Context: an optimization exercise on an open-source flow, tuned for small area, a short achievable clock period and few clock cycles per item. The choices shown serve that exercise and are no tape-out recipe.
Function was checked by simulation only, so behaviour that the tests miss may differ from the original.

==> flow/design.v (outline; a module is shown in full before it is edited, if it fits) <==
// module Divider_Modulo: 31 lines
// module div_stage0: 458 lines
// module div_stage1: 729 lines
// module div_stage2: 368 lines
module Divider_Modulo (clk, reset, mode, valid_in, divisor, dividend, result, valid_out);
  // ...
==> flow/flow/run.sh <==
#!/bin/bash
set -euo pipefail
bash standard.sh synth > synth.log 2>&1
bash standard.sh SETUP_SLACK_MARGIN=15 TNS_END_PERCENT=0 SKIP_INCREMENTAL_REPAIR=1 finish > layout.log 2>&1
==> flow/standard.sh <==
#!/bin/bash
# synth_recipe.tcl (not shown) runs the flow's synth.tcl, then flattens the netlist and writes it again
# the make line also repeats each setting of config.mk as NAME=value (left out here)
make -C /OpenROAD-flow-scripts/flow DESIGN_CONFIG=/design/flow/config.mk WORK_HOME=/design/flow/orfs CLKGATE_MAP_FILE= SYNTH_SCRIPT=/design/flow/synth_recipe.tcl "${@:-finish}"
==> flow/config.mk <==
export PLATFORM = sky130hd
export DESIGN_NAME = Divider_Modulo
export DESIGN_NICKNAME = Divider_Modulo
export VERILOG_FILES = /design/flow/design.v
export SDC_FILE = /design/flow/constraint.sdc
export NUM_CORES = 4
export LEC_CHECK = 0
export ABC_AREA = 1
export CAP_MARGIN = 20
export CORE_MARGIN = 2
export CORE_UTILIZATION = 40
export SLEW_MARGIN = 20
export SYNTH_HIERARCHICAL = 1
==> flow/constraint.sdc <==
create_clock -name core_clock -period 25.0 [get_ports {clk}]
set_input_delay 5.0000 -clock core_clock [delete_from_list [all_inputs] [get_ports {clk}]]
set_output_delay 5.0000 -clock core_clock [all_outputs]
set_load 0.01 [all_outputs]
==> out/metrics.cfg, run 1 <==
[clock_tree]
postCtsSetupBuffers=153
cts_tree=done
clock_sinks=98
cts_htree_levels=3

[synthesis]
ys_warn_count=7
synthArstFlopShare_pct=2.041
seq_area_frac_synth_pct=10.70
synth_fa_ha_area_share_pct=0
synth_most_common_cell=nand2_1
synth_top_area_share_pct=31.68
synthTopCellsByArea=nand2_1 (32%), nand3_1 (20%), dfxtp_1 (10%), inv_1 (8.9%), xor2_1 (4.8%)

[cells_and_area]
multi_input_area_share_pct=68.27
layout.nets=3823
comb.multi_input.count=2926
fin_area_um2=22230
layout_common_cells=nand2_1 (1,453), nand3_1 (693), inv_1 (411), buf_4 (136), nand2_2 (135)
final_cells=4376
reg.largest.list=shA: 17 flops, shB: 17 flops
nNonClkInverters=511

[sta]
hold_slack_ns=0.3302
setup_slack_ns=14.53

[grt]
grtUsageMet1_pct=23.93
grtUsageTotal_pct=24.09

[status]
status=finished clean

[die]
core_area_um2=45380
start_util_pct=40.60

[worst_setup_path]
rrSetupSlack_ns=14.84
reg2reg_to=rB[7]$_DFF_P_
worstSetupPathType=in -> reg
start_kind=input port

[routing]
met1_length_um=21140
drtIter0Drc=1071

Testbench counts, summed over its fixed seeds: cycles 8,000, items 4,000.
==> inputs of run 2 (changes only) <==
==> flow/flow/run.sh (replaced) <==
#!/bin/bash
set -euo pipefail
bash standard.sh synth > synth.log 2>&1
bash standard.sh SETUP_SLACK_MARGIN=13.5 TNS_END_PERCENT=0 SKIP_INCREMENTAL_REPAIR=1 finish > layout.log 2>&1
==> out/metrics.cfg, run 2 <==
[die]
die_h_um=218.6  ; unchanged
core_area_um2=45380  ; unchanged
chipWidth_um=218.6  ; unchanged
start_util_pct=40.60  ; unchanged
ioPinCount=85  ; unchanged
fp.dieArea_um2=47790  ; unchanged
placementRows=78  ; unchanged

[cells_and_area]
layout.nets=3630  ; was 3,823
final_util_pct=42.18  ; was 48.99%
diodes=0  ; unchanged
layout_common_cells=nand2_1 (1,555), nand3_1 (725), inv_1 (437), nor2_1 (126), nand4_1 (106)  ; was nand2_1 (1,453), nand3_1 (693), inv_1 (411), buf_4 (136), nand2_2 (135)
reg.largest.list=shA: 17 flops, shB: 17 flops  ; unchanged
syn_to_final_growth_pct=3.885  ; was 20.68%
layout-drive-gt1-share_pct=6.001  ; was 17.77%
final_common_cell=nand2_1  ; unchanged

[clock_tree]
postCtsSetupBuffers=0  ; was 153
holdBufCountCts=0  ; unchanged
clk_latency_ns=0.40  ; about the same
clk_path_buf_depth=2  ; unchanged
root_buffer=clkbuf_16  ; unchanged
clock_sinks=98  ; unchanged
cts_tree=done  ; unchanged
numCtsBuffers=9  ; unchanged
clk_pin_slew_ns=0.07  ; was 0.08 ns
cts_htree_levels=3  ; unchanged
cts_resized=33  ; was 577

[worst_setup_path]
reg2reg_to=rB[10]$_DFF_P_  ; was rB[7]$_DFF_P_
rrSetupSlack_ns=13.68  ; was 14.84 ns
crit_start=divisor[10]  ; was dividend[27]
endpoint=rA[8]$_DFF_P_  ; was rA[14]$_DFF_P_
end_kind=flip-flop  ; unchanged
cp.arrival_ns=11.70  ; was 10.77 ns
r2r_cells=83  ; was 76
crit_required_ns=25.27  ; was 25.30 ns
path_max_fanout=34  ; was 8
max_stage_delay_ns=0.79  ; was 0.28 ns
worstSetupPathType=in -> reg  ; unchanged
start_kind=input port  ; unchanged
cp_common_cell=nand2_1  ; unchanged
slowest_stage=clkdlybuf4s50_1  ; was dlygate4sd2_1
r2r_start=dA[5]$_DFF_P_  ; was dA[13]$_DFF_P_

[synthesis]
syn_inst=3650  ; unchanged
seq_area_frac_synth_pct=10.70  ; unchanged
synth_common_cells=nand2_1 (1,555), nand3_1 (725), inv_1 (438)  ; unchanged
synthTopCellsByArea=nand2_1 (32%), nand3_1 (20%), dfxtp_1 (10%), inv_1 (8.9%), xor2_1 (4.8%)  ; unchanged
ys_warn_count=7  ; unchanged
synth-edff-count=0  ; unchanged
ys.flop_type=dfxtp_1  ; unchanged
syn_area_um2=18420  ; unchanged
synth.largest_area_cell=nand2_1  ; unchanged
synthArstFlopShare_pct=2.041  ; unchanged
syn_avg_cell_area_um2=5.048  ; unchanged
synth_most_common_cell=nand2_1  ; unchanged
ys_ff_latch=98  ; unchanged
yosysUniqueCellTypes=39  ; unchanged
synth_top_area_share_pct=31.68  ; unchanged

[routing]
wl_um=43490  ; was 54,960 µm
drtPass1Iterations=5  ; was 7
num_vias=20531  ; was 22,236
antenna_left=0  ; unchanged
drc=0  ; unchanged
wl_per_cell_um=10.40  ; was 12.56 µm
via_per_inst=4.908  ; was 5.081
drtIter0Drc=834  ; was 1,071

[place]
gp_congestion=0.8444  ; unchanged
hpwl_um=35890  ; unchanged
port_buffers=68  ; unchanged

[grt]
grtUsageMet2_pct=37.92  ; was 46.74%
grt_max_degree=36  ; was 33
use_met3_pct=1.781  ; was 2.491%
grt_pass1_vias=19240  ; was 21,527
overflow=0  ; unchanged
top_usage_layer=met2  ; unchanged
grtUsageTotal_pct=19.20  ; was 24.09%
grt_pass1_wl_um=79380  ; was 95,700 µm
grtUsageMet1_pct=21.38  ; was 23.93%
antenna_found_initial=0  ; unchanged

[sta]
hold_viol=0  ; unchanged
period_share_pct=45.72  ; was 41.89%
tightest_slew_ns=0.8357  ; was 0.5741 ns
fmax_mhz=87.48  ; was 95.49 MHz
fin_setup_tns_ns=0  ; unchanged
relSlewSlack_pct=44.21  ; was 61.68%
setup_viol=0  ; unchanged
skew_ns=0.02154  ; was 0.02197 ns
maxSlewViolCount=0  ; unchanged
period_needed_ns=11.43  ; was 10.47 ns

[status]
status=finished clean  ; unchanged

[flow_run]
max-cap-violations=0  ; unchanged

[min_path]
hold_path_class=reg -> reg  ; unchanged

## run 2: cell counts after synthesis
No cell type changed its count.
## run 2: how the worst min path moves through the flow
| stage | start | depth (start not counted) | to |
|---|---|---|---|
| after floorplan | mA$_DFF_P_ | 0 | mB$_DFF_P_ |
| after global placement | shA[4]$_DFF_P_ | 0 | shB[12]$_DFF_P_ |
| after detailed placement | shA[4]$_DFF_P_ | 0 | shB[12]$_DFF_P_ |
| after CTS | shA[6]$_DFF_P_ | 0 | shB[14]$_DFF_P_ |
| after global routing | shA[3]$_DFF_P_ | 0 | shB[11]$_DFF_P_ |
| final | shA[6]$_DFF_P_ | 0 | shB[14]$_DFF_P_ |
## run 2: metal layers
layer	vias to the layer above	wire length, µm	share of wire (%)
li1	11326	-	-
met1	8969	19820	46
met2	178	22170	51
met3	58	699	1.6
met4	0	794	1.8
met5	-	0	0
## run 2: kinds of logic after synthesis
| kind of cell | after synthesis | share of synthesized area [%] |
|---|---|---|
| DFF | 98 | 10.70 |
| buffers and inverters | 683 | 17.03 |
| xor gates and xnor gates | 108 | 5.175 |
| and+or+nand+nor | 2665 | 64.21 |
| AOI/OAI and AO/OA | 95 | 2.866 |
| other | 1 | 0.02035 |
## run 2: critical path: cells and delay by family
kind	cells	cell delay, ns
compound gates	1	0.22
buf+inv	4	0.94
simple gates	45	5.32
xor+xnor	1	0.15
## run 2: final cells by class
class	instances	area, µm²
fill	5193	26240
timing repair buffer	72	699.4
clock buffer	9	225.2
multi-input combinational	2886	13480
tap	600	750.7
inverter	511	1926
clock inverter	7	81.33
sequential	98	1981
## run 2: per-module statistics from Yosys (local to each module, per instance)
module          times used  area (µm²)  cells  flip-flops and latches
div_stage2               1        3881    840                       0
div_stage0               1        4845   1030                       0
Divider_Modulo           1        2092    115                      98
div_stage1               1        7606   1665                       0
## run 2: through the flow
step	std cells	area (µm²)	hold slack [ns]	setup slack, ns
after floorplan	3664	18480	0.3096	15.18
after global placement	4164	18730	0.3106	12.18
after detailed placement	4164	18730	0.3138	12.11
after CTS	4183	19140	0.3326	13.47
after global routing	4183	19140	0.3374	11.90
final	4183	19140	0.3298	13.57
==> inputs of run 3 (changes only) <==
==> flow/flow/run.sh (replaced) <==
#!/bin/bash
set -euo pipefail
bash standard.sh synth > synth.log 2>&1
bash standard.sh SETUP_SLACK_MARGIN=14.5 TNS_END_PERCENT=0 SKIP_INCREMENTAL_REPAIR=1 finish > layout.log 2>&1
==> out/metrics.cfg, run 3 <==
[status]
status=finished clean  ; unchanged

[synthesis]
synth.largest_area_cell=nand2_1  ; unchanged
synthArstFlopShare_pct=2.041  ; unchanged
synth_most_common_cell=nand2_1  ; unchanged
ys_warn_count=7  ; unchanged
seq_area_frac_synth_pct=10.70  ; unchanged
syn_inst=3650  ; unchanged
syn_area_um2=18420  ; unchanged
ys_ff_latch=98  ; unchanged
synth_common_cells=nand2_1 (1,555), nand3_1 (725), inv_1 (438)  ; unchanged
synthTopCellsByArea=nand2_1 (32%), nand3_1 (20%), dfxtp_1 (10%), inv_1 (8.9%), xor2_1 (4.8%)  ; unchanged
yosysUniqueCellTypes=39  ; unchanged
syn_avg_cell_area_um2=5.048  ; unchanged
ys.flop_type=dfxtp_1  ; unchanged
synth_top_area_share_pct=31.68  ; unchanged
synth-edff-count=0  ; unchanged

[grt]
grt_max_degree=33  ; was 36
grt_pass1_vias=20827  ; was 19,240
grt_pass1_wl_um=91050  ; was 79,380 µm
antenna_found_initial=0  ; unchanged
overflow=0  ; unchanged
grtUsageTotal_pct=22.77  ; was 19.20%

[die]
die_h_um=218.6  ; unchanged
ioPinCount=85  ; unchanged
chipWidth_um=218.6  ; unchanged
placementRows=78  ; unchanged
fp.dieArea_um2=47790  ; unchanged
start_util_pct=40.60  ; unchanged
core_area_um2=45380  ; unchanged

[routing]
via_per_inst=5.038  ; was 4.908
antenna_left=0  ; unchanged
drtPass1Iterations=7  ; was 5
wl_um=51990  ; was 43,490 µm
drtIter0Drc=985  ; was 834
num_vias=21675  ; was 20,531
drc=0  ; unchanged
wl_per_cell_um=12.08  ; was 10.40 µm

[clock_tree]
clk_pin_slew_ns=0.08  ; was 0.07 ns
root_buffer=clkbuf_16  ; unchanged
cts_htree_levels=3  ; unchanged
cts_resized=356  ; was 33
clk_path_buf_depth=2  ; unchanged
clock_sinks=98  ; unchanged
clk_latency_ns=0.40  ; about the same
numCtsBuffers=9  ; unchanged
postCtsSetupBuffers=85  ; was 0
cts_tree=done  ; unchanged
holdBufCountCts=0  ; unchanged

[worst_setup_path]
max_stage_delay_ns=0.46  ; was 0.79 ns
slowest_stage=clkdlybuf4s50_1  ; unchanged
worstSetupPathType=in -> reg  ; unchanged
path_max_fanout=8  ; was 34
cp_common_cell=nand2_1  ; unchanged
cp.arrival_ns=10.89  ; was 11.70 ns
start_kind=input port  ; unchanged
end_kind=flip-flop  ; unchanged
crit_required_ns=25.30  ; was 25.27 ns

[cells_and_area]
final_util_pct=46.96  ; was 42.18%
syn_to_final_growth_pct=15.67  ; was 3.885%
layout.nets=3749  ; was 3,630
layout_common_cells=nand2_1 (1,504), nand3_1 (706), inv_1 (427), nor2_1 (109), nand4_1 (106)  ; was nand2_1 (1,555), nand3_1 (725), inv_1 (437), nor2_1 (126), nand4_1 (106)
final_common_cell=nand2_1  ; unchanged
layout-drive-gt1-share_pct=13.21  ; was 6.001%
reg.largest.list=shA: 17 flops, shB: 17 flops  ; unchanged
diodes=0  ; unchanged

[sta]
maxSlewViolCount=0  ; unchanged
fmax_mhz=94.43  ; was 87.48 MHz
setup_viol=0  ; unchanged
tightest_slew_ns=0.5587  ; was 0.8357 ns
skew_ns=0.02141  ; was 0.02154 ns
period_needed_ns=10.59  ; was 11.43 ns
fin_setup_tns_ns=0  ; unchanged
relSlewSlack_pct=62.71  ; was 44.21%
hold_viol=0  ; unchanged
period_share_pct=42.36  ; was 45.72%

[place]
port_buffers=68  ; unchanged
gp_congestion=0.8444  ; unchanged
hpwl_um=35890  ; unchanged

[min_path]
hold_path_class=reg -> reg  ; unchanged

[flow_run]
max-cap-violations=0  ; unchanged

## run 3: cell counts after synthesis
No cell type changed its count.
## run 3: final cells by class
cell class	instances	area, µm²
tap	600	750.7
sequential	98	2053
inverter	511	1951
clock buffer	9	225.2
timing repair buffer	157	1481
clock inverter	7	81.33
multi-input combinational	2920	14770
fill	4986	24070
## run 3: per-module statistics from Yosys (local to each module, per instance)
| module | area (µm²) | cells |
|---|---|---|
| Divider_Modulo | 2092 | 115 |
| div_stage0 | 4845 | 1030 |
| div_stage1 | 7606 | 1665 |
| div_stage2 | 3881 | 840 |
## run 3: through the flow
step           setup WS (ns)  hold WS (ns)  cells  area (µm²)
3_3_place_gp           12.18        0.3106   4164       18730
2_1_floorplan          15.18        0.3096   3664       18480
3_5_place_dp           12.11        0.3138   4164       18730
4_1_cts                14.50        0.3325   4302       21310
6_report               14.41        0.3295   4302       21310
5_1_grt                13.23        0.3374   4302       21310
## run 3: per-layer routing
layer	vias up	part of all wire (%)	GRT usage, %
met5	-	0	0
met2	374	53	45.19
li1	11650	-	-
met1	9510	39	22.91
met3	141	2.9	2.310
met4	0	5.0	12.49
## run 3: path summary, 6_finish.rpt
| kind | start | end | slack, ns | cells past startpoint |
|---|---|---|---|---|
| worst max register to register | dA[12]$_DFF_P_ | rB[7]$_DFF_P_ | 14.68 | 78 |
| max in group asynchronous | reset | valid_out$_DFF_PP0_ | 20.15 | 2 |
| worst max-delay path | dividend[27] | rA[14]$_DFF_P_ | 14.41 | 51 |
| min in group asynchronous | reset | vA$_DFF_PP0_ | 4.74 | 2 |
| worst min register to register | shA[6]$_DFF_P_ | shB[14]$_DFF_P_ | 0.33 | 0 |
| worst min-delay path | shA[6]$_DFF_P_ | shB[14]$_DFF_P_ | 0.33 | 0 |
## run 3: critical path, delay by kind of cell
| kind | cells | cell delay (ns) |
|---|---|---|
| buffers and inverters | 11 | 1.56 |
| AO/OA/AOI/OAI | 1 | 0.18 |
| AND/OR/NAND/NOR | 38 | 4.00 |
| XOR/XNOR | 1 | 0.13 |
## run 3: kinds of logic (layout without fill, tap and decap cells)
| group | count (synthesis) | after routing | synth area share, % |
|---|---|---|---|
| AOI/OAI and AO/OA | 95 | 95 | 2.866 |
| xor gates and xnor gates | 108 | 108 | 5.175 |
| buffers and inverters | 683 | 684 | 17.03 |
| DFF | 98 | 98 | 10.70 |
| other | 1 | 15 | 0.02035 |
| and+or+nand+nor | 2665 | 2702 | 64.21 |
==> inputs of run 4 (changes only) <==
==> flow/run.sh (new file) <==
#!/bin/bash
# synth_recipe.tcl (not shown) runs the flow's synth.tcl, then flattens the netlist and writes it again
# the make line also repeats each setting of config.mk as NAME=value (left out here)
make -C /OpenROAD-flow-scripts/flow DESIGN_CONFIG=/design/flow/config.mk WORK_HOME=/design/flow/orfs CLKGATE_MAP_FILE= SYNTH_SCRIPT=/design/flow/synth_recipe.tcl finish
removed: flow/flow/run.sh
removed: flow/standard.sh
==> out/metrics.cfg, run 4 <==
[synthesis]
synthTopCellsByArea=nand2_1 (32%), nand3_1 (20%), dfxtp_1 (10%), inv_1 (8.9%), xor2_1 (4.8%)  ; unchanged
synthArstFlopShare_pct=2.041  ; unchanged
seq_area_frac_synth_pct=10.70  ; unchanged
synth-edff-count=0  ; unchanged
syn_inst=3650  ; unchanged
yosysUniqueCellTypes=39  ; unchanged
ys_warn_count=7  ; unchanged
ys.flop_type=dfxtp_1  ; unchanged
syn_area_um2=18420  ; unchanged
synth_top_area_share_pct=31.68  ; unchanged
ys_ff_latch=98  ; unchanged
synth.largest_area_cell=nand2_1  ; unchanged
syn_avg_cell_area_um2=5.048  ; unchanged
synth_most_common_cell=nand2_1  ; unchanged
synth_common_cells=nand2_1 (1,555), nand3_1 (725), inv_1 (438)  ; unchanged

[worst_setup_path]
cp_common_cell=nand2_1  ; unchanged
end_kind=flip-flop  ; unchanged
max_stage_delay_ns=0.81  ; was 0.46 ns
start_kind=input port  ; unchanged
reg2reg_to=rB[10]$_DFF_P_  ; was rB[7]$_DFF_P_
endpoint=rA[8]$_DFF_P_  ; was rA[14]$_DFF_P_
path_max_fanout=34  ; was 8
worstSetupPathType=in -> reg  ; unchanged
r2r_cells=83  ; was 78
crit_start=divisor[12]  ; was dividend[27]
slowest_stage=clkdlybuf4s50_1  ; unchanged
r2r_start=dA[0]$_DFF_P_  ; was dA[12]$_DFF_P_
crit_required_ns=25.31  ; was 25.30 ns
cp.arrival_ns=12.62  ; was 10.89 ns
rrSetupSlack_ns=13.09  ; was 14.68 ns

[min_path]
hold_path_class=reg -> reg  ; unchanged

[cells_and_area]
layout_common_cells=nand2_1 (1,555), nand3_1 (725), inv_1 (438), nor2_1 (126), nand4_1 (106)  ; was nand2_1 (1,504), nand3_1 (706), inv_1 (427), nor2_1 (109), nand4_1 (106)
final_util_pct=41.95  ; was 46.96%
layout-drive-gt1-share_pct=5.615  ; was 13.21%
syn_to_final_growth_pct=3.321  ; was 15.67%
fin_area_um2=19040  ; was 21,310 µm²
reg.largest.list=shA: 17 flops, shB: 17 flops  ; unchanged
layout.nets=3627  ; was 3,749
final_common_cell=nand2_1  ; unchanged

[die]
placementRows=78  ; unchanged
ioPinCount=85  ; unchanged
chipWidth_um=218.6  ; unchanged
fp.dieArea_um2=47790  ; unchanged
start_util_pct=40.60  ; unchanged
die_h_um=218.6  ; unchanged
core_area_um2=45380  ; unchanged

[clock_tree]
root_buffer=clkbuf_16  ; unchanged
cts_resized=0  ; was 356
clk_latency_ns=0.40  ; about the same
cts_htree_levels=3  ; unchanged
postCtsSetupBuffers=0  ; was 85
clock_sinks=98  ; unchanged
holdBufCountCts=0  ; unchanged
clk_pin_slew_ns=0.07  ; was 0.08 ns
numCtsBuffers=9  ; unchanged
cts_tree=done  ; unchanged
clk_path_buf_depth=2  ; unchanged

[sta]
setup_slack_ns=12.69  ; was 14.41 ns
skew_ns=0.02174  ; was 0.02141 ns
tightest_slew_ns=0.9588  ; was 0.5587 ns
maxSlewViolCount=0  ; unchanged
rsz0062_at_grt=false
period_share_pct=49.25  ; was 42.36%
period_needed_ns=12.31  ; was 10.59 ns
fmax_mhz=81.22  ; was 94.43 MHz
setup_viol=0  ; unchanged
fin_setup_tns_ns=0  ; unchanged
relSlewSlack_pct=36.00  ; was 62.71%
hold_viol=0  ; unchanged

[grt]
grtUsageTotal_pct=18.86  ; was 22.77%
grt_max_degree=36  ; was 33
overflow=0  ; unchanged
grt_pass1_vias=19080  ; was 20,827
antenna_found_initial=0  ; unchanged
grt_pass1_wl_um=78240  ; was 91,050 µm

[routing]
wl_per_cell_um=10.19  ; was 12.08 µm
routed-wl-met3_um=866  ; was 1482 µm
drtPass1Iterations=8  ; was 7
top_layer_used=met4  ; unchanged
via_per_inst=4.888  ; was 5.038
antenna_left=0  ; unchanged
drc=0  ; unchanged
wl_um=42620  ; was 51,990 µm
drtIter0Drc=778  ; was 985
wl_met2_um=21500  ; was 27,450 µm
num_vias=20436  ; was 21,675
met1_length_um=19510  ; was 20,460 µm

[place]
place_area_um2=18730  ; unchanged
pre_cts_slack_ns=12.11  ; unchanged
port_buffers=68  ; unchanged
hpwl_um=35890  ; unchanged
gp_congestion=0.8444  ; unchanged

[flow_run]
max-cap-violations=0  ; unchanged

[status]
status=finished clean  ; unchanged

-- run 4: cell counts after synthesis --
Identical to the previous run, type by type.
-- run 4: kinds of logic after synthesis --
| logic type | Yosys count | share of synthesized area [%] |
|---|---|---|
| compound gates | 95 | 2.866 |
| flops | 98 | 10.70 |
| xor+xnor | 108 | 5.175 |
| simple gates | 2665 | 64.21 |
| other cells | 1 | 0.02035 |
| buf+inv | 683 | 17.03 |
-- run 4: how the worst min path moves through the flow --
stage / start / end / slack, ns / cells after the start
after global placement: shA[4]$_DFF_P_ / shB[12]$_DFF_P_ / 0.31 / 0
after detailed placement: shA[4]$_DFF_P_ / shB[12]$_DFF_P_ / 0.31 / 0
final: shA[6]$_DFF_P_ / shB[14]$_DFF_P_ / 0.33 / 0
after floorplan: mA$_DFF_P_ / mB$_DFF_P_ / 0.31 / 0
after global routing: shA[3]$_DFF_P_ / shB[11]$_DFF_P_ / 0.34 / 0
after CTS: shA[6]$_DFF_P_ / shB[14]$_DFF_P_ / 0.33 / 0
-- run 4: final cells by class --
cell class | count | area, µm²
tap | 600 | 750.7
clock inverter | 7 | 81.33
timing repair buffer | 72 | 710.7
sequential | 98 | 1972
multi-input combinational | 2883 | 13370
fill | 5189 | 26350
inverter | 511 | 1926
clock buffer | 9 | 225.2
antenna | 1 | 2.502
-- run 4: metal layers --
layer / vias to the layer above / global-route usage (%)
met4: 0 / 5.488
met3: 55 / 1.809
met5: - / 0
met2: 173 / 36.99
met1: 8897 / 21.21
li1: 11311 / -
-- run 4: Yosys stat by module (local to each module, per instance) --
| module | times used | flip-flops and latches | cell area (µm²) |
|---|---|---|---|
| div_stage1 | 1 | 0 | 7606 |
| div_stage0 | 1 | 0 | 4845 |
| div_stage2 | 1 | 0 | 3881 |
| Divider_Modulo | 1 | 98 | 2092 |
-- run 4: critical path: cells and delay by family --
family	cells	cell delay, ns
xor+xnor	1	0.16
compound gates	2	0.33
buf+inv	4	1.26
simple gates	43	5.81
-- run 4: through the flow --
step,hold slack (ns),std cells
final,0.3296,4181
after floorplan,0.3096,3664
after detailed placement,0.3138,4164
after CTS,0.3326,4180
after global routing,0.3376,4180
after global placement,0.3106,4164
==> inputs of run 5 (changes only) <==
--- a/flow/config.mk
+++ b/flow/config.mk
@@ -9,5 +9,6 @@
 export CAP_MARGIN = 20
 export CORE_MARGIN = 2
-export CORE_UTILIZATION = 40
+export CORE_UTILIZATION = 65
+export PLACE_DENSITY = 0.8
 export SLEW_MARGIN = 20
 export SYNTH_HIERARCHICAL = 1
==> out/metrics.cfg, run 5 <==
[clock_tree]
cts_tree=done  ; unchanged
clk_latency_ns=0.37  ; was 0.40 ns
root_buffer=clkbuf_16  ; unchanged
holdBufCountCts=0  ; unchanged
cts_htree_levels=3  ; unchanged
clk_pin_slew_ns=0.08  ; was 0.07 ns
numCtsBuffers=9  ; unchanged
clk_path_buf_depth=2  ; unchanged
clock_sinks=98  ; unchanged
cts_resized=0  ; unchanged
postCtsSetupBuffers=0  ; unchanged

[worst_setup_path]
crit_required_ns=20.00  ; was 25.31 ns
cp_common_cell=nand2_1  ; unchanged
max_stage_delay_ns=0.67  ; was 0.81 ns
path_max_fanout=34  ; unchanged
start_kind=flip-flop  ; was input port
worst-path-buf-inv=3  ; was 4
end_kind=output port  ; was flip-flop
slowest_stage=clkdlybuf4s50_1  ; unchanged
cp.arrival_ns=7.45  ; was 12.62 ns
worstSetupPathType=reg -> out  ; was in -> reg
path_delay_family=simple AND/OR/NAND/NOR gates  ; unchanged

[synthesis]
synth_most_common_cell=nand2_1  ; unchanged
syn_area_um2=18420  ; unchanged
synth.largest_area_cell=nand2_1  ; unchanged
ys_warn_count=7  ; unchanged
synth-edff-count=0  ; unchanged
synth_top_area_share_pct=31.68  ; unchanged
ys.flop_type=dfxtp_1  ; unchanged
syn_inst=3650  ; unchanged
synthArstFlopShare_pct=2.041  ; unchanged
synth_common_cells=nand2_1 (1,555), nand3_1 (725), inv_1 (438)  ; unchanged
seq_area_frac_synth_pct=10.70  ; unchanged
yosysUniqueCellTypes=39  ; unchanged
synthTopCellsByArea=nand2_1 (32%), nand3_1 (20%), dfxtp_1 (10%), inv_1 (8.9%), xor2_1 (4.8%)  ; unchanged
ys_ff_latch=98  ; unchanged
syn_avg_cell_area_um2=5.048  ; unchanged

[grt]
grt_max_degree=36  ; unchanged
antenna_found_initial=0  ; unchanged
grtUsageTotal_pct=31.25  ; was 18.86%
overflow=0  ; unchanged
grt_pass1_wl_um=80160  ; was 78,240 µm
grt_pass1_vias=20181  ; was 19,080

[routing]
antenna_left=0  ; unchanged
drtIter0Drc=1203  ; was 778
via_per_inst=5.483  ; was 4.888
wl_um=45380  ; was 42,620 µm
wl_per_cell_um=11.46  ; was 10.19 µm
drc=0  ; unchanged
num_vias=21717  ; was 20,436
drtPass1Iterations=7  ; was 8

[cells_and_area]
fill_cells=2731  ; was 5,189
diodes=0  ; was 1
reg.largest.list=shA: 17 flops, shB: 17 flops  ; unchanged
syn_to_final_growth_pct=1.922  ; was 3.321%
layout.nets=3630  ; was 3,627
layout_common_cells=nand2_1 (1,555), nand3_1 (725), inv_1 (438), nor2_1 (126), nand4_1 (106)  ; unchanged
fin_area_um2=18780  ; was 19,040 µm²
layout-drive-gt1-share_pct=5.694  ; was 5.615%
final_common_cell=nand2_1  ; unchanged

[sta]
maxSlewViolCount=0  ; unchanged
rsz0062_at_grt=false  ; unchanged
skew_ns=0.008648  ; was 0.02174 ns
setup_viol=0  ; unchanged
period_share_pct=49.78  ; was 49.25%
hold_slack_ns=0.3299  ; was 0.3296 ns
relSlewSlack_pct=39.29  ; was 36.00%
fin_setup_tns_ns=0  ; unchanged
tightest_slew_ns=0.9094  ; was 0.9588 ns
fmax_mhz=80.35  ; was 81.22 MHz
setup_slack_ns=12.55  ; was 12.69 ns
period_needed_ns=12.45  ; was 12.31 ns
hold_viol=0  ; unchanged

[die]
core_area_um2=27860  ; was 45,380 µm²
placementRows=61  ; was 78
start_util_pct=66.14  ; was 40.60%
die_h_um=172.4  ; was 218.6 µm
chipWidth_um=172.4  ; was 218.6 µm
fp.dieArea_um2=29710  ; was 47,790 µm²
ioPinCount=85  ; unchanged

[place]
hpwl_um=36940  ; was 35,890 µm
gp_congestion=0.9038  ; was 0.8444
pre_cts_slack_ns=12.20  ; was 12.11 ns
place_area_um2=18470  ; was 18,730 µm²
port_buffers=68  ; unchanged

[min_path]
hold_path_class=reg -> reg  ; unchanged

[flow_run]
max-cap-violations=0  ; unchanged

[status]
status=finished clean  ; unchanged

[run 5: logic make-up after synthesis]
kind of cell           Yosys count  share of synthesized area [%]
AND/OR/NAND/NOR               2665                          64.21
buffers and inverters          683                          17.03
XOR/XNOR                       108                          5.175
flip-flops                      98                          10.70
AO/OA/AOI/OAI                   95                          2.866
other                            1                        0.02035
[run 5: layer usage]
layer / vias to the layer above / wire length [µm] / part of all wire, % / global-route usage, %
met5: - / 0 / 0 / 0
met2: 547 / 23490 / 52 / 60.97
li1: 11343 / - / - / -
met4: 0 / 1385 / 3.1 / 15.56
met1: 9709 / 18550 / 41 / 32.77
met3: 118 / 1960 / 4.3 / 3.593
[run 5: area by class of cell]
cell class | count | area (µm²) | area share [%]
sequential | 98 | 1972 | 10.50
tap | 378 | 473.0 | 2.519
multi-input combinational | 2883 | 13370 | 71.19
inverter | 511 | 1926 | 10.25
timing repair buffer | 75 | 733.2 | 3.905
clock inverter | 7 | 81.33 | 0.4331
clock buffer | 9 | 225.2 | 1.199
[run 5: final timing paths]
| kind | startpoint | to | slack [ns] | cells past startpoint |
|---|---|---|---|---|
| worst max register to register | dA[0]$_DFF_P_ | rB[10]$_DFF_P_ | 12.93 | 83 |
| worst min-delay path | mA$_DFF_P_ | mB$_DFF_P_ | 0.33 | 0 |
| min in group asynchronous | reset | valid_out$_DFF_PP0_ | 4.77 | 2 |
| worst max-delay path | dB[7]$_DFF_P_ | result[8] | 12.55 | 39 |
| worst min register to register | mA$_DFF_P_ | mB$_DFF_P_ | 0.33 | 0 |
| max in group asynchronous | reset | vA$_DFF_PP0_ | 20.12 | 2 |
[run 5: modules after synthesis, one instance, submodules excluded]
module,flip-flops and latches,times used,cells inside
div_stage1,0,1,1665
div_stage0,0,1,1030
div_stage2,0,1,840
Divider_Modulo,98,1,115
[run 5: metrics by stage]
stage | instances | utilization [%]
after floorplan | 3664 | -
after global placement | 3945 | 66.31
after detailed placement | 3945 | 66.31
after CTS | 3961 | 67.41
after global routing | 3961 | 67.41
final | 3961 | 67.41
==> inputs of run 6 (changes only) <==
==> flow/flow/run.sh (new file) <==
#!/bin/bash
set -euo pipefail
bash standard.sh synth > synth.log 2>&1
bash standard.sh SETUP_SLACK_MARGIN=14 TNS_END_PERCENT=0 SKIP_INCREMENTAL_REPAIR=1 finish > layout.log 2>&1
==> flow/standard.sh (new file) <==
#!/bin/bash
# synth_recipe.tcl (not shown) runs the flow's synth.tcl, then flattens the netlist and writes it again
# the make line also repeats each setting of config.mk as NAME=value (left out here)
make -C /OpenROAD-flow-scripts/flow DESIGN_CONFIG=/design/flow/config.mk WORK_HOME=/design/flow/orfs CLKGATE_MAP_FILE= SYNTH_SCRIPT=/design/flow/synth_recipe.tcl "${@:-finish}"
--- a/flow/config.mk
+++ b/flow/config.mk
@@ -9,6 +9,5 @@
 export CAP_MARGIN = 20
 export CORE_MARGIN = 2
-export CORE_UTILIZATION = 65
-export PLACE_DENSITY = 0.8
+export CORE_UTILIZATION = 40
 export SLEW_MARGIN = 20
 export SYNTH_HIERARCHICAL = 1
removed: flow/run.sh
==> out/metrics.cfg, run 6 <==
[routing]
num_vias=20795  ; was 21,717
top_layer_used=met4  ; unchanged
routed-wl-met3_um=839  ; was 1960 µm
drtPass1Iterations=5  ; was 7
drc=0  ; unchanged
wl_per_cell_um=11.00  ; was 11.46 µm
wl_met2_um=24390  ; was 23,490 µm
drtIter0Drc=866  ; was 1,203
wl_um=46300  ; was 45,380 µm
via_per_inst=4.942  ; was 5.483
antenna_left=0  ; unchanged
met1_length_um=20070  ; was 18,550 µm

[grt]
grt_pass1_wl_um=83620  ; was 80,160 µm
grtUsageTotal_pct=20.48  ; was 31.25%
overflow=0  ; unchanged
antenna_found_initial=0  ; unchanged
grt_max_degree=35  ; was 36
grt_pass1_vias=19722  ; was 20,181

[sta]
period_needed_ns=11.03  ; was 12.45 ns
tightest_slew_ns=0.5880  ; was 0.9094 ns
fin_setup_tns_ns=0  ; unchanged
period_share_pct=44.11  ; was 49.78%
skew_ns=0.02183  ; was 0.008648 ns
relSlewSlack_pct=60.80  ; was 39.29%
maxSlewViolCount=0  ; unchanged
hold_slack_ns=0.3294  ; was 0.3299 ns
setup_viol=0  ; unchanged
fmax_mhz=90.68  ; was 80.35 MHz
setup_slack_ns=13.97  ; was 12.55 ns
hold_viol=0  ; unchanged

[clock_tree]
cts_resized=107  ; was 0
holdBufCountCts=0  ; unchanged
root_buffer=clkbuf_16  ; unchanged
clk_latency_ns=0.40  ; was 0.37 ns
numCtsBuffers=9  ; unchanged
cts_htree_levels=3  ; unchanged
postCtsSetupBuffers=11  ; was 0
clk_path_buf_depth=2  ; unchanged
clk_pin_slew_ns=0.08  ; about the same
cts_tree=done  ; unchanged
clock_sinks=98  ; unchanged

[worst_setup_path]
slowest_stage=clkdlybuf4s15_1  ; was clkdlybuf4s50_1
reg2reg_to=rB[3]$_DFF_P_  ; was rB[10]$_DFF_P_
start_kind=input port  ; was flip-flop
rrSetupSlack_ns=14.29  ; was 12.93 ns
cp.arrival_ns=11.32  ; was 7.45 ns
r2r_start=dA[5]$_DFF_P_  ; was dA[0]$_DFF_P_
crit_required_ns=25.29  ; was 20.00 ns
worstSetupPathType=in -> reg  ; was reg -> out
max_stage_delay_ns=0.50  ; was 0.67 ns
path_max_fanout=17  ; was 34
cp_common_cell=nand2_1  ; unchanged
r2r_cells=84  ; was 83
end_kind=flip-flop  ; was output port

[die]
core_area_um2=45380  ; was 27,860 µm²
start_util_pct=40.60  ; was 66.14%
ioPinCount=85  ; unchanged
chipWidth_um=218.6  ; was 172.4 µm
die_h_um=218.6  ; was 172.4 µm
fp.dieArea_um2=47790  ; was 29,710 µm²
placementRows=78  ; was 61

[min_path]
worstHoldStart=shA[6]$_DFF_P_  ; was mA$_DFF_P_
holdPathStages=0  ; unchanged
min_to=shB[14]$_DFF_P_  ; was mB$_DFF_P_
hold_path_class=reg -> reg  ; unchanged

[status]
status=finished clean  ; unchanged

[synthesis]
ys.flop_type=dfxtp_1  ; unchanged
synth_common_cells=nand2_1 (1,555), nand3_1 (725), inv_1 (438)  ; unchanged
synth-edff-count=0  ; unchanged
synth_most_common_cell=nand2_1  ; unchanged
ys_warn_count=7  ; unchanged
synth.largest_area_cell=nand2_1  ; unchanged
yosysUniqueCellTypes=39  ; unchanged
seq_area_frac_synth_pct=10.70  ; unchanged
synthArstFlopShare_pct=2.041  ; unchanged
synth_top_area_share_pct=31.68  ; unchanged
synthTopCellsByArea=nand2_1 (32%), nand3_1 (20%), dfxtp_1 (10%), inv_1 (8.9%), xor2_1 (4.8%)  ; unchanged
ys_ff_latch=98  ; unchanged
syn_avg_cell_area_um2=5.048  ; unchanged
syn_inst=3650  ; unchanged
syn_area_um2=18420  ; unchanged

[place]
dp.cells=4164  ; was 3,945
port_buffers=68  ; unchanged
hpwl_um=35890  ; was 36,940 µm
gp_congestion=0.8444  ; was 0.9038
pre_cts_slack_ns=12.11  ; was 12.20 ns

[cells_and_area]
final_cells=4208  ; was 3,961
diodes=0  ; unchanged
layout.nets=3655  ; was 3,630
layout-drive-gt1-share_pct=7.705  ; was 5.694%
final_common_cell=nand2_1  ; unchanged
fill_cells=5167  ; was 2,731
multiInputGateArea_um2=13840  ; was 13,370 µm²
reg.largest.list=shA: 17 flops, shB: 17 flops  ; unchanged
syn_to_final_growth_pct=6.601  ; was 1.922%
seq_area_um2=2008  ; was 1972 µm²
layout_common_cells=nand2_1 (1,550), nand3_1 (723), inv_1 (434), nor2_1 (124), nand4_1 (106)  ; was nand2_1 (1,555), nand3_1 (725), inv_1 (438), nor2_1 (126), nand4_1 (106)
final_util_pct=43.28  ; was 67.41%

[flow_run]
max-cap-violations=0  ; unchanged

run 6: cell counts after synthesis:
Identical to the previous run, type by type.
run 6: how the worst max path moves through the flow:
stage	from	to	slack (ns)	depth (start not counted)
2_1_floorplan	divisor[0]	rA[3]$_DFF_P_	15.18	51
3_3_place_gp	divisor[12]	rA[6]$_DFF_P_	12.18	50
3_5_place_dp	divisor[12]	rA[8]$_DFF_P_	12.11	50
4_1_cts	dividend[17]	rA[8]$_DFF_P_	13.97	53
5_1_grt	dA[8]$_DFF_P_	rB[14]$_DFF_P_	12.63	87
6_report	divisor[5]	rA[12]$_DFF_P_	13.97	52
run 6: per-stage QoR:
stage | cell area (µm²)
final | 19640
after global routing | 19640
after CTS | 19640
after detailed placement | 18730
after global placement | 18730
after floorplan | 18480
run 6: cells by family (layout without fill, tap and decap cells):
logic type / Yosys count / after routing / synth area share [%]
compound gates: 95 / 95 / 2.866
xor+xnor: 108 / 108 / 5.175
flops: 98 / 98 / 10.70
buf+inv: 683 / 610 / 17.03
simple gates: 2665 / 2682 / 64.21
other cells: 1 / 15 / 0.02035
run 6: metal layers:
| metal | track usage (%) | up-vias |
|---|---|---|
| li1 | - | 11424 |
| met1 | 21.85 | 9108 |
| met2 | 41.13 | 196 |
| met3 | 2.032 | 67 |
| met4 | 6.961 | 0 |
| met5 | 0 | - |
run 6: per-module statistics from Yosys (local to each module, per instance):
| module | area (µm²) | cells | times used | flops+latches |
|---|---|---|---|---|
| div_stage2 | 3881 | 840 | 1 | 0 |
| div_stage0 | 4845 | 1030 | 1 | 0 |
| div_stage1 | 7606 | 1665 | 1 | 0 |
| Divider_Modulo | 2092 | 115 | 1 | 98 |
run 6: layout make-up:
type                            instances  share of cell area [%]
Clock buffer                            9                   1.147
Multi-Input combinational cell       2900                   70.49
Tap cell                              600                   3.822
Clock inverter                          7                  0.4141
Timing Repair Buffer                   83                   4.077
Inverter                              511                   9.824
Sequential cell                        98                   10.22
run 6: worst max-delay path: cells and delay by family:
kind	cells	cell delay [ns]
buffers and inverters	6	1.13
AND/OR/NAND/NOR	46	5.15
==> inputs of run 7 (changes only) <==
==> flow/flow/run.sh (replaced) <==
#!/bin/bash
# Own layout flow: the standard synthesis unchanged, then the standard
# layout with these changes:
#  - ports are buffered with buf_4 cells instead of the slow delay buffers the
#    default port buffering picks;
#  - repair may resize a cell to any cell of the same function;
set -euo pipefail
bash standard.sh synth > synth.log 2>&1
bash standard.sh "BUFFER_PORTS_ARGS=-buffer_cell sky130_fd_sc_hd__buf_4" MATCH_CELL_FOOTPRINT=0 \
  SETUP_SLACK_MARGIN=14 TNS_END_PERCENT=0 SKIP_INCREMENTAL_REPAIR=1 finish > layout.log 2>&1
==> out/metrics.cfg, run 7 <==
[sta]
fmax_mhz=91.49  ; was 90.68 MHz
hold_slack_ns=0.3286  ; was 0.3294 ns
maxSlewViolCount=0  ; unchanged
hold_viol=0  ; unchanged
fin_setup_tns_ns=0  ; unchanged
setup_viol=0  ; unchanged
skew_ns=0.01691  ; was 0.02183 ns
period_share_pct=43.72  ; was 44.11%
tightest_slew_ns=0.5692  ; was 0.5880 ns
period_needed_ns=10.93  ; was 11.03 ns
relSlewSlack_pct=62.00  ; was 60.80%

[routing]
antenna_left=0  ; unchanged
wl_per_cell_um=10.52  ; was 11.00 µm
drc=0  ; unchanged
drtPass1Iterations=5  ; unchanged
via_per_inst=4.894  ; was 4.942
drtIter0Drc=803  ; was 866
wl_um=44040  ; was 46,300 µm
num_vias=20483  ; was 20,795

[cells_and_area]
fin_area_um2=19030  ; was 19,640 µm²
layout_common_cells=nand2_1 (1,555), nand3_1 (725), inv_1 (438), nor2_1 (126), nand4_1 (106)  ; was nand2_1 (1,550), nand3_1 (723), inv_1 (434), nor2_1 (124), nand4_1 (106)
layout-drive-gt1-share_pct=8.089  ; was 7.705%
final_common_cell=nand2_1  ; unchanged
fill_cells=5235  ; was 5,167
final_util_pct=41.94  ; was 43.28%
reg.largest.list=shA: 17 flops, shB: 17 flops  ; unchanged
syn_to_final_growth_pct=3.300  ; was 6.601%
layout.nets=3632  ; was 3,655
diodes=0  ; unchanged

[die]
core_area_um2=45380  ; unchanged
fp.dieArea_um2=47790  ; unchanged
start_util_pct=40.60  ; unchanged
die_h_um=218.6  ; unchanged
chipWidth_um=218.6  ; unchanged
placementRows=78  ; unchanged
ioPinCount=85  ; unchanged

[flow_run]
max-cap-violations=0  ; unchanged

[grt]
top_usage_layer=met2  ; unchanged
grtUsageTotal_pct=19.23  ; was 20.48%
grtUsageMet1_pct=21.36  ; was 21.85%
antenna_found_initial=2  ; was 0
use_met3_pct=1.670  ; was 2.032%
grt_pass1_vias=19196  ; was 19,722
grtUsageMet2_pct=38.02  ; was 41.13%
grt_max_degree=35  ; unchanged
grt_pass1_wl_um=79300  ; was 83,620 µm
overflow=0  ; unchanged

[clock_tree]
cts_resized=27  ; was 107
clk_path_buf_depth=2  ; unchanged
postCtsSetupBuffers=0  ; was 11
holdBufCountCts=0  ; unchanged
clock_sinks=98  ; unchanged
numCtsBuffers=9  ; unchanged
root_buffer=clkbuf_16  ; unchanged
cts_tree=done  ; unchanged
cts_htree_levels=3  ; unchanged
clk_pin_slew_ns=0.07  ; was 0.08 ns
clk_latency_ns=0.40  ; about the same

[status]
status=finished clean  ; unchanged

[synthesis]
syn_avg_cell_area_um2=5.048  ; unchanged
ys.flop_type=dfxtp_1  ; unchanged
synth_top_family_by_area=simple AND/OR/NAND/NOR gates  ; unchanged
synth-edff-count=0  ; unchanged
synth.largest_area_cell=nand2_1  ; unchanged
yosysUniqueCellTypes=39  ; unchanged
synth_fa_ha_area_share_pct=0  ; unchanged
muxShareOfSynthArea_pct=0  ; unchanged
synth_top_area_share_pct=31.68  ; unchanged
synth-simple-area-share_pct=64.21  ; unchanged
syn_area_um2=18420  ; unchanged
synth_compound_area_share_pct=2.866  ; unchanged
ys_warn_count=7  ; unchanged
synth_most_common_cell=nand2_1  ; unchanged
syn_inst=3650  ; unchanged
synth_xor_area_share_pct=5.175  ; unchanged
synthTopCellsByArea=nand2_1 (32%), nand3_1 (20%), dfxtp_1 (10%), inv_1 (8.9%), xor2_1 (4.8%)  ; unchanged
seq_area_frac_synth_pct=10.70  ; unchanged
synthArstFlopShare_pct=2.041  ; unchanged
synth_common_cells=nand2_1 (1,555), nand3_1 (725), inv_1 (438)  ; unchanged
ys_ff_latch=98  ; unchanged

[worst_setup_path]
path_max_fanout=30  ; was 17
cp.arrival_ns=5.93  ; was 11.32 ns
end_kind=output port  ; was flip-flop
start_kind=flip-flop  ; was input port
slowest_stage=dfxtp_1  ; was clkdlybuf4s15_1
worstSetupPathType=reg -> out  ; was in -> reg
max_stage_delay_ns=0.56  ; was 0.50 ns
crit_required_ns=20.00  ; was 25.29 ns
cp_common_cell=nand2_1  ; unchanged

[place]
place_area_um2=18560  ; was 18,730 µm²
hpwl_um=35910  ; was 35,890 µm
gp_congestion=0.8448  ; was 0.8444
port_buffers=68  ; unchanged

[min_path]
hold_path_class=reg -> reg  ; unchanged

## run 7: modules after synthesis (local to each module, per instance)
module,copies in the design,flip-flops and latches,cells inside
div_stage1,1,0,1665
div_stage0,1,0,1030
Divider_Modulo,1,98,115
div_stage2,1,0,840
## run 7: path summary, 6_finish.rpt
kind	start	to	slack, ns	cells after the start
min in group asynchronous	reset	vA$_DFF_PP0_	4.44	2
max	dB[4]$_DFF_P_	result[3]	14.07	44
max reg2reg	dA[0]$_DFF_P_	rB[0]$_DFF_P_	14.27	82
max in group asynchronous	reset	vA$_DFF_PP0_	20.45	2
min reg2reg	shA[5]$_DFF_P_	shB[13]$_DFF_P_	0.33	0
min	shA[5]$_DFF_P_	shB[13]$_DFF_P_	0.33	0
## run 7: layout make-up
cell class / count / area, µm² / share of cell area (%)
clock buffer: 10 / 239.0 / 1.256
clock inverter: 6 / 82.58 / 0.4339
inverter: 511 / 1926 / 10.12
multi-input combinational: 2888 / 13500 / 70.96
sequential: 98 / 1989 / 10.45
tap: 600 / 750.7 / 3.945
timing repair buffer: 72 / 540.5 / 2.840
## run 7: kinds of logic (layout without fill, tap and decap cells)
logic type,Yosys count,after routing
simple gates,2665,2670
buf+inv,683,599
compound gates,95,95
xor+xnor,108,108
flops,98,98
other cells,1,15
## run 7: through the flow
stage | setup WS, ns | instances
finish | 14.07 | 4185
global route | 12.48 | 4185
CTS | 13.99 | 4185
detailed placement | 12.93 | 4164
global placement | 13.04 | 4164
floorplan | 15.18 | 3664
## run 7: routing by layer
| layer | wire length [µm] | part of all wire, % |
|---|---|---|
| met2 | 22740 | 52 |
| met4 | 610 | 1.4 |
| met1 | 19970 | 45 |
| met5 | 0 | 0 |
| met3 | 715 | 1.6 |
## run 7: worst max-delay path: cells and delay by family, from the launching register on
| family | cells | cell delay [ns] |
|---|---|---|
| simple gates | 40 | 4.51 |
| flops | 1 | 0.56 |
| buf+inv | 3 | 0.27 |
| xor+xnor | 1 | 0.16 |
==> inputs of run 8 (changes only) <==
--- a/flow/flow/run.sh
+++ b/flow/flow/run.sh
@@ -7,4 +7,4 @@
 set -euo pipefail
 bash standard.sh synth > synth.log 2>&1
-bash standard.sh "BUFFER_PORTS_ARGS=-buffer_cell sky130_fd_sc_hd__buf_4" MATCH_CELL_FOOTPRINT=0 \
+bash standard.sh "BUFFER_PORTS_ARGS=-buffer_cell sky130_fd_sc_hd__buf_4" \
   SETUP_SLACK_MARGIN=14 TNS_END_PERCENT=0 SKIP_INCREMENTAL_REPAIR=1 finish > layout.log 2>&1
--- a/flow/config.mk
+++ b/flow/config.mk
@@ -9,5 +9,6 @@
 export CAP_MARGIN = 20
 export CORE_MARGIN = 2
-export CORE_UTILIZATION = 40
+export CORE_UTILIZATION = 60
+export PLACE_DENSITY = 0.75
 export SLEW_MARGIN = 20
 export SYNTH_HIERARCHICAL = 1
==> out/metrics.cfg, run 8 <==
[grt]
grtUsageTotal_pct=31.32  ; was 19.23%
grt_max_degree=36  ; was 35
grt_pass1_wl_um=85350  ; was 79,300 µm
antenna_found_initial=0  ; was 2
overflow=0  ; unchanged
grt_pass1_vias=20565  ; was 19,196

[die]
placementRows=64  ; was 78
die_h_um=179.2  ; was 218.6 µm
core_area_um2=30430  ; was 45,380 µm²
fp.dieArea_um2=32120  ; was 47,790 µm²
ioPinCount=85  ; unchanged
start_util_pct=60.55  ; was 40.60%
chipWidth_um=179.2  ; was 218.6 µm

[synthesis]
synthArstFlopShare_pct=2.041  ; unchanged
synth.largest_area_cell=nand2_1  ; unchanged
synth_most_common_cell=nand2_1  ; unchanged
ys.flop_type=dfxtp_1  ; unchanged
ys_ff_latch=98  ; unchanged
synth_top_area_share_pct=31.68  ; unchanged
seq_area_frac_synth_pct=10.70  ; unchanged
synthTopCellsByArea=nand2_1 (32%), nand3_1 (20%), dfxtp_1 (10%), inv_1 (8.9%), xor2_1 (4.8%)  ; unchanged
synth_common_cells=nand2_1 (1,555), nand3_1 (725), inv_1 (438)  ; unchanged
syn_inst=3650  ; unchanged
yosysUniqueCellTypes=39  ; unchanged
syn_area_um2=18420  ; unchanged
ys_warn_count=7  ; unchanged
synth-edff-count=0  ; unchanged
syn_avg_cell_area_um2=5.048  ; unchanged

[status]
status=finished clean  ; unchanged

[place]
port_buffers=68  ; unchanged
dp.cells=3963  ; was 4,164
hpwl_um=37100  ; was 35,910 µm
gp_congestion=0.8900  ; was 0.8448

[clock_tree]
clk_latency_ns=0.36  ; was 0.40 ns
clk_path_buf_depth=2  ; unchanged
numCtsBuffers=9  ; unchanged
cts_htree_levels=3  ; unchanged
cts_tree=done  ; unchanged
root_buffer=clkbuf_16  ; unchanged
clk_pin_slew_ns=0.07  ; about the same
holdBufCountCts=0  ; unchanged
clock_sinks=98  ; unchanged
cts_resized=62  ; was 27
postCtsSetupBuffers=12  ; was 0

[cells_and_area]
reg.largest.list=shA: 17 flops, shB: 17 flops  ; unchanged
layout-drive-gt1-share_pct=9.124  ; was 8.089%
final_cells=4003  ; was 4,185
final_common_cell=nand2_1  ; unchanged
syn_to_final_growth_pct=3.769  ; was 3.300%
layout.nets=3653  ; was 3,632
layout_common_cells=nand2_1 (1,552), nand3_1 (721), inv_1 (437), nor2_1 (125), nand4_1 (106)  ; was nand2_1 (1,555), nand3_1 (725), inv_1 (438), nor2_1 (126), nand4_1 (106)

[worst_setup_path]
end_kind=output port  ; unchanged
path_max_fanout=8  ; was 30
crit_required_ns=20.00  ; about the same
start_kind=flip-flop  ; unchanged
cp_common_cell=nand2_1  ; unchanged
path_delay_family=simple AND/OR/NAND/NOR gates  ; unchanged
cp.arrival_ns=6.26  ; was 5.93 ns
worst-path-buf-inv=4  ; was 3
max_stage_delay_ns=0.45  ; was 0.56 ns
slowest_stage=dfxtp_2  ; was dfxtp_1
worstSetupPathType=reg -> out  ; unchanged

[sta]
fmax_mhz=88.77  ; was 91.49 MHz
tightest_slew_ns=0.5887  ; was 0.5692 ns
fin_setup_tns_ns=0  ; unchanged
skew_ns=0.008135  ; was 0.01691 ns
period_share_pct=45.06  ; was 43.72%
maxSlewViolCount=0  ; unchanged
setup_viol=0  ; unchanged
relSlewSlack_pct=60.70  ; was 62.00%
hold_viol=0  ; unchanged
period_needed_ns=11.26  ; was 10.93 ns

[routing]
antenna_left=0  ; unchanged
via_per_inst=5.479  ; was 4.894
drtIter0Drc=1171  ; was 803
wl_um=48270  ; was 44,040 µm
drtPass1Iterations=6  ; was 5
drc=0  ; unchanged
num_vias=21932  ; was 20,483
wl_per_cell_um=12.06  ; was 10.52 µm

[min_path]
hold_path_class=reg -> reg  ; unchanged

[flow_run]
max-cap-violations=0  ; unchanged

-- run 8: logic make-up (layout without fill, tap and decap cells) --
group	count (synthesis)	after routing	share of synthesized area, %
AOI/OAI and AO/OA	95	95	2.866
xor gates and xnor gates	108	108	5.175
buffers and inverters	683	614	17.03
DFF	98	98	10.70
other	1	16	0.02035
and+or+nand+nor	2665	2676	64.21
-- run 8: metal layers --
layer	up-vias	GRT usage [%]	share of wire (%)
li1	11391	-	-
met1	9791	33.08	40
met2	615	60.72	51
met3	135	4.389	5.1
met4	0	14.35	3.4
met5	-	0	0
-- run 8: modules after synthesis, one instance, submodules excluded --
module,flops+latches,cells,area (µm²),times used
div_stage0,0,1030,4845,1
div_stage2,0,840,3881,1
div_stage1,0,1665,7606,1
Divider_Modulo,98,115,2092,1
-- run 8: final timing paths --
| check | startpoint | to | slack [ns] | cells after the start |
|---|---|---|---|---|
| min | shA[4]$_DFF_P_ | shB[12]$_DFF_P_ | 0.33 | 0 |
| min in group asynchronous | reset | vA$_DFF_PP0_ | 4.48 | 2 |
| max in group asynchronous | reset | valid_out$_DFF_PP0_ | 20.42 | 2 |
| min reg2reg | shA[4]$_DFF_P_ | shB[12]$_DFF_P_ | 0.33 | 0 |
| max | dB[2]$_DFF_P_ | result[8] | 13.74 | 41 |
| max reg2reg | dA[2]$_DFF_P_ | rB[10]$_DFF_P_ | 13.89 | 83 |
-- run 8: layout make-up --
cell class | instances | area [µm²]
Timing Repair Buffer | 87 | 678.2
Clock inverter | 7 | 78.83
Fill cell | 2993 | 11310
Multi-Input combinational cell | 2894 | 13700
Antenna cell | 1 | 2.502
Sequential cell | 98 | 2009
Clock buffer | 9 | 225.2
Inverter | 511 | 1929
Tap cell | 396 | 495.5
-- run 8: stage by stage --
stage                     area, µm²  setup slack, ns  hold WS [ns]  utilization [%]
after floorplan               18480            15.18        0.3096                -
after global placement        18320            13.24        0.3099            60.22
after detailed placement      18320            13.05        0.3135            60.22
after CTS                     19120            13.99        0.3316            62.82
after global routing          19120            12.34        0.3377            62.82
final                         19120            13.74        0.3288            62.83
==> inputs of run 9 (changes only) <==
--- a/flow/config.mk
+++ b/flow/config.mk
@@ -9,6 +9,5 @@
 export CAP_MARGIN = 20
 export CORE_MARGIN = 2
-export CORE_UTILIZATION = 60
-export PLACE_DENSITY = 0.75
+export CORE_UTILIZATION = 40
 export SLEW_MARGIN = 20
 export SYNTH_HIERARCHICAL = 1
==> out/metrics.cfg, run 9 <==
[status]
status=finished clean  ; unchanged

[grt]
grt_max_degree=35  ; was 36
grt_pass1_wl_um=79300  ; was 85,350 µm
grt_pass1_vias=19196  ; was 20,565
overflow=0  ; unchanged
antenna_found_initial=2  ; was 0
grtUsageTotal_pct=19.23  ; was 31.32%

[cells_and_area]
layout_common_cells=nand2_1 (1,555), nand3_1 (725), inv_1 (438), nor2_1 (126), nand4_1 (106)  ; was nand2_1 (1,552), nand3_1 (721), inv_1 (437), nor2_1 (125), nand4_1 (106)
final_cells=4185  ; was 4,003
final_common_cell=nand2_1  ; unchanged
reg.largest.list=shA: 17 flops, shB: 17 flops  ; unchanged
layout-drive-gt1-share_pct=8.089  ; was 9.124%
syn_to_final_growth_pct=3.300  ; was 3.769%
fill_cells=5235  ; was 2,993
layout.nets=3632  ; was 3,653
diodes=0  ; was 1
fin_area_um2=19030  ; was 19,120 µm²

[sta]
setup_viol=0  ; unchanged
period_needed_ns=10.93  ; was 11.26 ns
fin_setup_tns_ns=0  ; unchanged
skew_ns=0.01691  ; was 0.008135 ns
fmax_mhz=91.49  ; was 88.77 MHz
relSlewSlack_pct=62.00  ; was 60.70%
period_share_pct=43.72  ; was 45.06%
tightest_slew_ns=0.5692  ; was 0.5887 ns
setup_slack_ns=14.07  ; was 13.74 ns
hold_viol=0  ; unchanged
maxSlewViolCount=0  ; unchanged

[worst_setup_path]
r2r_start=dA[0]$_DFF_P_  ; was dA[2]$_DFF_P_
end_kind=output port  ; unchanged
reg2reg_to=rB[0]$_DFF_P_  ; was rB[10]$_DFF_P_
crit_required_ns=20.00  ; about the same
cp.arrival_ns=5.93  ; was 6.26 ns
start_kind=flip-flop  ; unchanged
path_delay_family=simple AND/OR/NAND/NOR gates  ; unchanged
worst-path-buf-inv=3  ; was 4
r2r_cells=82  ; was 83
cp_common_cell=nand2_1  ; unchanged
rrSetupSlack_ns=14.27  ; was 13.89 ns
max_stage_delay_ns=0.56  ; was 0.45 ns
path_max_fanout=30  ; was 8
worstSetupPathType=reg -> out  ; unchanged
slowest_stage=dfxtp_1  ; was dfxtp_2

[synthesis]
synth_top_area_share_pct=31.68  ; unchanged
synthTopCellsByArea=nand2_1 (32%), nand3_1 (20%), dfxtp_1 (10%), inv_1 (8.9%), xor2_1 (4.8%)  ; unchanged
seq_area_frac_synth_pct=10.70  ; unchanged
synth_common_cells=nand2_1 (1,555), nand3_1 (725), inv_1 (438)  ; unchanged
synthArstFlopShare_pct=2.041  ; unchanged
ys_ff_latch=98  ; unchanged
yosysUniqueCellTypes=39  ; unchanged
synth.largest_area_cell=nand2_1  ; unchanged
ys.flop_type=dfxtp_1  ; unchanged
syn_area_um2=18420  ; unchanged
syn_avg_cell_area_um2=5.048  ; unchanged
synth_most_common_cell=nand2_1  ; unchanged
ys_warn_count=7  ; unchanged
syn_inst=3650  ; unchanged
synth-edff-count=0  ; unchanged

[min_path]
min_to=shB[13]$_DFF_P_  ; was shB[12]$_DFF_P_
hold_path_class=reg -> reg  ; unchanged
holdPathStages=0  ; unchanged
worstHoldStart=shA[5]$_DFF_P_  ; was shA[4]$_DFF_P_

[clock_tree]
numCtsBuffers=9  ; unchanged
holdBufCountCts=0  ; unchanged
clk_path_buf_depth=2  ; unchanged
cts_tree=done  ; unchanged
cts_resized=27  ; was 62
clock_sinks=98  ; unchanged
root_buffer=clkbuf_16  ; unchanged
postCtsSetupBuffers=0  ; was 12
clk_latency_ns=0.40  ; was 0.36 ns
clk_pin_slew_ns=0.07  ; about the same
cts_htree_levels=3  ; unchanged

[place]
hpwl_um=35910  ; was 37,100 µm
pre_cts_slack_ns=12.93  ; was 13.05 ns
dp.cells=4164  ; was 3,963
gp_congestion=0.8448  ; was 0.8900
place_area_um2=18560  ; was 18,320 µm²
port_buffers=68  ; unchanged

[die]
die_h_um=218.6  ; was 179.2 µm
chipWidth_um=218.6  ; was 179.2 µm
fp.dieArea_um2=47790  ; was 32,120 µm²
placementRows=78  ; was 64
ioPinCount=85  ; unchanged
core_area_um2=45380  ; was 30,430 µm²
start_util_pct=40.60  ; was 60.55%

[routing]
wl_um=44040  ; was 48,270 µm
drtIter0Drc=803  ; was 1,171
num_vias=20483  ; was 21,932
wl_per_cell_um=10.52  ; was 12.06 µm
drtPass1Iterations=5  ; was 6
via_per_inst=4.894  ; was 5.479
drc=0  ; unchanged
antenna_left=0  ; unchanged

[flow_run]
max-cap-violations=0  ; unchanged

-- run 9: cell counts after synthesis --
No cell type changed its count.
-- run 9: how the worst max path moves through the flow --
stage	to	start	cells after the start
floorplan	rA[3]$_DFF_P_	divisor[0]	51
global placement	rA[6]$_DFF_P_	divisor[5]	53
detailed placement	rA[8]$_DFF_P_	divisor[5]	53
CTS	result[3]	dB[2]$_DFF_P_	44
global route	rB[10]$_DFF_P_	dA[0]$_DFF_P_	85
finish	result[3]	dB[4]$_DFF_P_	44
-- run 9: cell type report --
type / instances / area [µm²] / share of cell area (%)
Clock buffer: 10 / 239.0 / 1.256
Clock inverter: 6 / 82.58 / 0.4339
Inverter: 511 / 1926 / 10.12
Timing Repair Buffer: 72 / 540.5 / 2.840
Multi-Input combinational cell: 2888 / 13500 / 70.96
Tap cell: 600 / 750.7 / 3.945
Sequential cell: 98 / 1989 / 10.45
-- run 9: metal layers --
metal / share of wire, % / wire length, µm / vias up / track usage, %
met1: 45 / 19970 / 8994 / 21.36
met3: 1.6 / 715 / 36 / 1.670
met4: 1.4 / 610 / 0 / 5.918
met5: 0 / 0 / - / 0
met2: 52 / 22740 / 128 / 38.02
li1: - / - / 11325 / -
-- run 9: through the flow --
step | hold slack [ns] | util (%)
2_1_floorplan | 0.3096 | -
6_report | 0.3286 | 41.94
3_5_place_dp | 0.3121 | 40.89
3_3_place_gp | 0.3112 | 40.89
4_1_cts | 0.3299 | 41.94
5_1_grt | 0.3344 | 41.94
-- run 9: worst reg2reg max path: cells and delay by family (launching register included) --
kind                      cells  cell delay [ns]
and+or+nand+nor              75             9.50
DFF                           1             0.66
buffers and inverters         6             0.30
xor gates and xnor gates      1             0.15
-- run 9: cells by family after synthesis --
group	share of synthesized area, %
other	0.02035
xor gates and xnor gates	5.175
DFF	10.70
and+or+nand+nor	64.21
AOI/OAI and AO/OA	2.866
buffers and inverters	17.03
-- run 9: modules after synthesis (local to each module, per instance) --
module          area [µm²]  times used
div_stage2            3881           1
div_stage0            4845           1
div_stage1            7606           1
Divider_Modulo        2092           1

==> port drivers added, routing unchanged <==
No port has a modelled driver above. Below, the same layouts with a new extraction and two added sets of constraints. Step 1: set_driving_cell puts a clkbuf_16 on clk and a buf_2 on each other input, an assumption about the parent block. Step 2, shift: input delay + t, output delay - t, t = (earliest + latest rising clock arrival at the registers) / 2. This alone moves slack from input paths to output paths. a / b / c = ideal / step 1 / step 2; a / b = the first two.
run	t, ns	setup slack, ns	cell pins on the clock port's net
run 1	0.444	14.528 / 14.543 / 14.101	1
run 2	0.438	13.569 / 13.550 / 13.162	1
run 3	0.439	14.410 / 14.387 / 13.982	1
run 4	0.435	12.688 / 12.714 / 12.278	1
run 5	0.410	12.554 / 12.507 / 12.177	1
run 6	0.439	13.973 / 13.987 / 13.564	1
run 7	0.439	14.070 / 14.019 / 13.672	1
run 8	0.407	13.735 / 13.687 / 13.532	1
run 9	0.439	14.070 / 14.019 / 13.672	1
After both steps setup and hold are still met in every run listed. The setup slack of run 3, which loses most, moves by -0.023 ns with the drivers and by -0.428 ns with both steps.
